Context: an optimization exercise on an open-source flow, tuned for small area and a short achievable clock period. The choices shown serve that exercise and are no tape-out recipe.
In this exercise RTL edits were held to simulation tests only and were not proved equivalent to the original.
No driver is modelled on the clock port, so clock power and skew are understated where the tree is cut down; a real chip needs a root buffer or a tree.
Power figures rest on the tool's default switching activity, not on a simulated workload.

## red
==> flow/design.v <==
module deserializer(
    input serial_data,
    input clk,rst,
    input deser_en,
    output reg[9:0] parallel_data,
    output reg data_valid,
    output wire issue        
);
reg [3:0] counter;
wire full = (counter == 4'd10);
assign issue = deser_en & full;
always @(posedge clk,negedge rst) begin
    if (!rst) begin
        counter<=4'b0;
        data_valid<=1'b0;
    end
    else begin
        data_valid <= issue;
        if (deser_en)
            counter <= full ? 4'd0 : counter + 1'b1;
    end
end
always @(posedge clk) begin
    if (deser_en & !full)
        parallel_data<={serial_data,parallel_data[9:1]};
end
endmodule
module SERIALIZER(
    input rst,clk,
    input [7:0] data,
    output reg ser_out,
    input data_valid,ss_n
);
reg [7:0] registers;
reg [3:0] counter;
always @(posedge clk,negedge rst)
begin
  if(!rst)
  begin
    counter<=4'b0000;
    registers<=8'b00;
    ser_out<=1'b0;
  end
  else if(data_valid)
  begin
    registers<=data;
    ser_out<=1'b0;
    counter<=4'b0000;
  end
  else if(!ss_n)
  begin
    if (counter!=4'd8) begin
      {registers,ser_out}<={1'b0,registers};
      counter<=counter+1'b1;
    end
    else begin
      counter<=4'd0;
    end
  end
  else
    counter<=4'b0000;
end
endmodule
module Single_Port_Asyn_RAM #(parameter MEM_DEPTH =256,parameter ADDR_SIZE=8)( 
    input [9:0]din,
    input clk,rst,rx_valid,
    input rx_issue,
    output [7:0] dout,
    output reg tx_valid
);
localparam NG = 24;
wire hi = din[7] & din[6];
wire k3 = din[5] & din[4];
wire [4:0] c_grp  = !hi ? din[7:3] : (!k3 ? {1'b0, din[3:0]} : {2'b10, din[2:0]});
wire [3:0] c_slot = !hi ? {1'b0, din[2:0]} : (!k3 ? {2'b10, din[5:4]} : {3'b100, din[3]});
wire cmd_wa = rx_valid & (din[9:8] == 2'b00);
wire cmd_wr = rx_valid & (din[9:8] == 2'b01);
wire iss_ra = rx_issue & (din[9:8] == 2'b10);
reg [8:0] read_address;
reg wa_set;    
always @(posedge clk,negedge rst) begin
    if (!rst) begin
        tx_valid<=1'b0;
        read_address<=9'b0;
        wa_set<=1'b0;
    end
    else begin
        tx_valid <= rx_valid & (din[9:8] == 2'b11);
        if (iss_ra)
            read_address <= {c_grp, c_slot};
        if (cmd_wa)
            wa_set <= 1'b1;
    end
end
reg [8:0] write_address;
reg [7:0] wd_p;
reg pend;
wire wa_zero = cmd_wr & !wa_set;
wire pend_n = cmd_wa ? 1'b0 : cmd_wr ? 1'b1 : pend;
always @(posedge clk) begin
    if (cmd_wa | wa_zero)
        write_address <= cmd_wa ? {c_grp, c_slot} : 9'b0;
    pend <= pend_n;
    if (cmd_wr)
        wd_p <= din[7:0];
end
reg [3:0] p11, p10;
wire [3:0] p11_n = (p11 == 4'd10) ? 4'd0 : p11 + 1'b1;
wire [3:0] p10_n = (p10 == 4'd9)  ? 4'd0 : p10 + 1'b1;
always @(posedge clk) begin
    p11 <= p11_n;
    p10 <= p10_n;
end
wire [3:0] w_slot_n = wa_zero ? 4'd0 : write_address[3:0];
wire [1:0] w_hi_n = wa_zero ? 2'd0 : write_address[8:7];
reg [2:0] wsel;
reg r_hit, fwd;
always @(posedge clk) begin
    wsel[0] <= pend_n & (w_hi_n == 2'd0) & (w_slot_n == p11_n);
    wsel[1] <= pend_n & (w_hi_n == 2'd1) & (w_slot_n == p11_n);
    wsel[2] <= pend_n & (w_hi_n == 2'd2) & (w_slot_n == p10_n);
    r_hit <= read_address[3:0] == (read_address[8] ? p10_n : p11_n);
    fwd <= pend_n & (wa_zero ? (read_address == 9'd0) : (write_address == read_address));
end
wire [2:0] w_lo = write_address[6:4];
wire [8*NG-1:0] tails;
wire [7:0] wdn = ~wd_p;
genvar g;
generate
for (g = 0; g < NG; g = g + 1) begin : grp
    localparam L = (g < 16) ? 11 : 10;
    reg [8*L-1:0] ring;
    wire we = wsel[g / 8] && (w_lo == g % 8);
    assign tails[8*g +: 8] = ring[8*L-1 -: 8];
    wire [7:0] head;
    ring_head hd [7:0] (.wdn(wdn), .wen(!we), .t(ring[8*L-1 -: 8]), .h(head));
    always @(posedge clk)
        ring <= {ring[8*L-9:0], head};
end
endgenerate
wire [4:0] r_grp = read_address[8:4];
reg [7:0] rbuf;
always @(posedge clk) begin
    if (r_hit)
        rbuf <= fwd ? wd_p : tails[8*r_grp +: 8];
end
assign dout = rbuf;
endmodule
module ring_head(input wdn, input wen, input t, output h);
assign h = ~((wdn | wen) & ~(t & wen));
endmodule
module SPI_Slave(
    input MOSI,
    input clk,rst,ss_n,
    input tx_valid,
    output wire MISO,
    input [7:0]tx_data,
    output wire [9:0]rx_data,
    output wire rx_valid,
    output wire rx_issue
);
reg start_q, shift_q;
always @(posedge clk,negedge rst) begin
    if (!rst) begin
        start_q <= 1'b0;
        shift_q <= 1'b0;
    end
    else begin
        start_q <= !ss_n & !start_q & !shift_q;
        shift_q <= !ss_n & (start_q | shift_q);
    end
end
deserializer  Deserializer_SPI(
    .serial_data(MOSI),
    .clk(clk),
    .rst(rst),
    .deser_en(shift_q),
    .parallel_data(rx_data),
    .data_valid(rx_valid),
    .issue(rx_issue)
);
SERIALIZER SERIALIZER_SPI(
   .rst(rst),
   .clk(clk),
   .data(tx_data),
   .ser_out(MISO),
   .data_valid(tx_valid),
   .ss_n(ss_n)
);
endmodule
module SPI_TOP(
    input clk,
	input rst,
	input ss_n,
	input MOSI, 
	output MISO
);
	wire [9:0] SLAVE_RAM;
	wire [7:0] RAM_SLAVE;
	wire tx_valid, rx_valid, rx_issue;
	SPI_Slave SPI_SLAVE 
	(
		.MOSI(MOSI),
		.MISO(MISO),
		.ss_n(ss_n),
		.clk(clk),
		.rst(rst),
		.rx_data(SLAVE_RAM),
		.rx_valid(rx_valid),
		.rx_issue(rx_issue),
		.tx_data(RAM_SLAVE),
		.tx_valid(tx_valid)
	);
	Single_Port_Asyn_RAM RAM
	(
		.clk(clk),
		.rst(rst),
		.din(SLAVE_RAM),
		.rx_valid(rx_valid),
		.rx_issue(rx_issue),
		.dout(RAM_SLAVE),
		.tx_valid(tx_valid)
	);
endmodule
Settings: LEC_CHECK=0, CAP_MARGIN=30, CORE_MARGIN=2, CORE_UTILIZATION=65, SETUP_SLACK_MARGIN=3.8, SLEW_MARGIN=40, SYNTH_HIERARCHICAL=1, SYNTH_MINIMUM_KEEP_SIZE=0; clock period 6.0 ns.
standard.sh (not shown) runs the stock make flow with config.mk's settings and CLKGATE_MAP_FILE= SYNTH_SCRIPT=/design/flow/synth_recipe.tcl, a recipe that flattens the netlist after the stock synthesis.
==> flow/flow/run.sh <==
#!/bin/bash
# Layout flow: the standard ORFS flow (standard.sh), with these changes:
# - the flip-flop driving MISO's output buffer is moved next to that buffer
#   before detailed placement (flow/miso.tcl), so it does not drive a long wire;
# - clock tree synthesis with larger sink clusters and no dummy loads, after
#   which the tree's upper levels are replaced by four root buffers, each
#   driving the leaf buffers of a quarter of the die (flow/quad_ct.tcl);
# each tool's output goes to a log file of its own here.
set -euo pipefail
export PRE_DETAIL_PLACE_TCL="$PWD/flow/miso.tcl"
export POST_CTS_TCL="$PWD/flow/quad_ct.tcl"
export CTS_ARGS="-sink_clustering_enable -repair_clock_nets -sink_clustering_size 32 -sink_clustering_max_diameter 80 -dont_use_dummy_load"
bash standard.sh synth > log_synth.txt 2>&1
bash standard.sh floorplan > log_floorplan.txt 2>&1
bash standard.sh place > log_place.txt 2>&1
bash standard.sh cts > log_cts.txt 2>&1
bash standard.sh route > log_route.txt 2>&1
bash standard.sh finish > log_finish.txt 2>&1
Other scripts of this flow, unchanged in this note and not shown: flow/flow/miso.tcl, flow/flow/quad_ct.tcl
red: all stages complete, timing, DRC and antenna checks passed
> inputs changed (red -> blue)
diff --git a/flow/design.v b/flow/design.v
--- a/flow/design.v
+++ b/flow/design.v
@@ -114,5 +114,7 @@
 wire [3:0] w_slot_n = wa_zero ? 4'd0 : write_address[3:0];
 wire [1:0] w_hi_n = wa_zero ? 2'd0 : write_address[8:7];
+wire [2:0] w_lo_n = wa_zero ? 3'd0 : write_address[6:4];
 reg [2:0] wsel;
+reg [7:0] wlo;
 reg r_hit, fwd;
 always @(posedge clk) begin
@@ -120,8 +122,8 @@
     wsel[1] <= pend_n & (w_hi_n == 2'd1) & (w_slot_n == p11_n);
     wsel[2] <= pend_n & (w_hi_n == 2'd2) & (w_slot_n == p10_n);
+    wlo <= 8'd1 << w_lo_n;
     r_hit <= read_address[3:0] == (read_address[8] ? p10_n : p11_n);
     fwd <= pend_n & (wa_zero ? (read_address == 9'd0) : (write_address == read_address));
 end
-wire [2:0] w_lo = write_address[6:4];
 wire [8*NG-1:0] tails;
 wire [7:0] wdn = ~wd_p;
@@ -131,5 +133,5 @@
     localparam L = (g < 16) ? 11 : 10;
     reg [8*L-1:0] ring;
-    wire we = wsel[g / 8] && (w_lo == g % 8);
+    wire we = wsel[g / 8] && wlo[g % 8];
     assign tails[8*g +: 8] = ring[8*L-1 -: 8];
     wire [7:0] head;
## What came out
Reported net switching power (blue over red): increase, 30 uW. blue vs red, overall power after layout went up by about 0.4%. Number of clock sinks ended up about 0.38% higher on blue than on red. Across both runs, growth of design area from synthesis to finish was lower for blue than for red. Against red as the reference, blue delivers a higher ratio of routed vias to standard cells. blue ended with more fmax than red. Of blue and red, the lower number of cells in the finished layout apart from fillers belongs to red. Compared with red, in blue filler cell count decreased about 1.2%, worst-case clock skew increased 0.019 ns. No stage failed in blue, and the final checks on the layout all came back clean. Taking red as the reference, in blue total met2 wirelength after detailed routing now larger, post-synthesis instance area did not really move.

## static timing again, ports no longer ideal
Ports are ideal in the flow. The routed layouts listed here were re-timed in OpenROAD.
Step 1 assumes that a clkbuf_16 drives the clock port and a buf_2 every other input.
Step 2 times the ports against the registers' clock, not the clock port: input delays grow and output delays shrink by t, the midpoint of the rising clock arrivals with the driver on.
Three values: no drivers, after step 1, after step 2; two values: the first two.
run	t, ns	slack for setup (ns)	worst setup path after step 2	worst register clock-pin slew, ns
red	0.629	3.599 / 3.599 / 3.259	input to register	0.12 / 0.12
blue	0.629	3.798 / 3.660 / 3.362	input to register	0.12 / 0.12
After both steps setup and hold are still met in every run listed. For blue, which loses most, drivers alone change the setup slack by -0.138 ns; drivers and shift together by -0.436 ns.
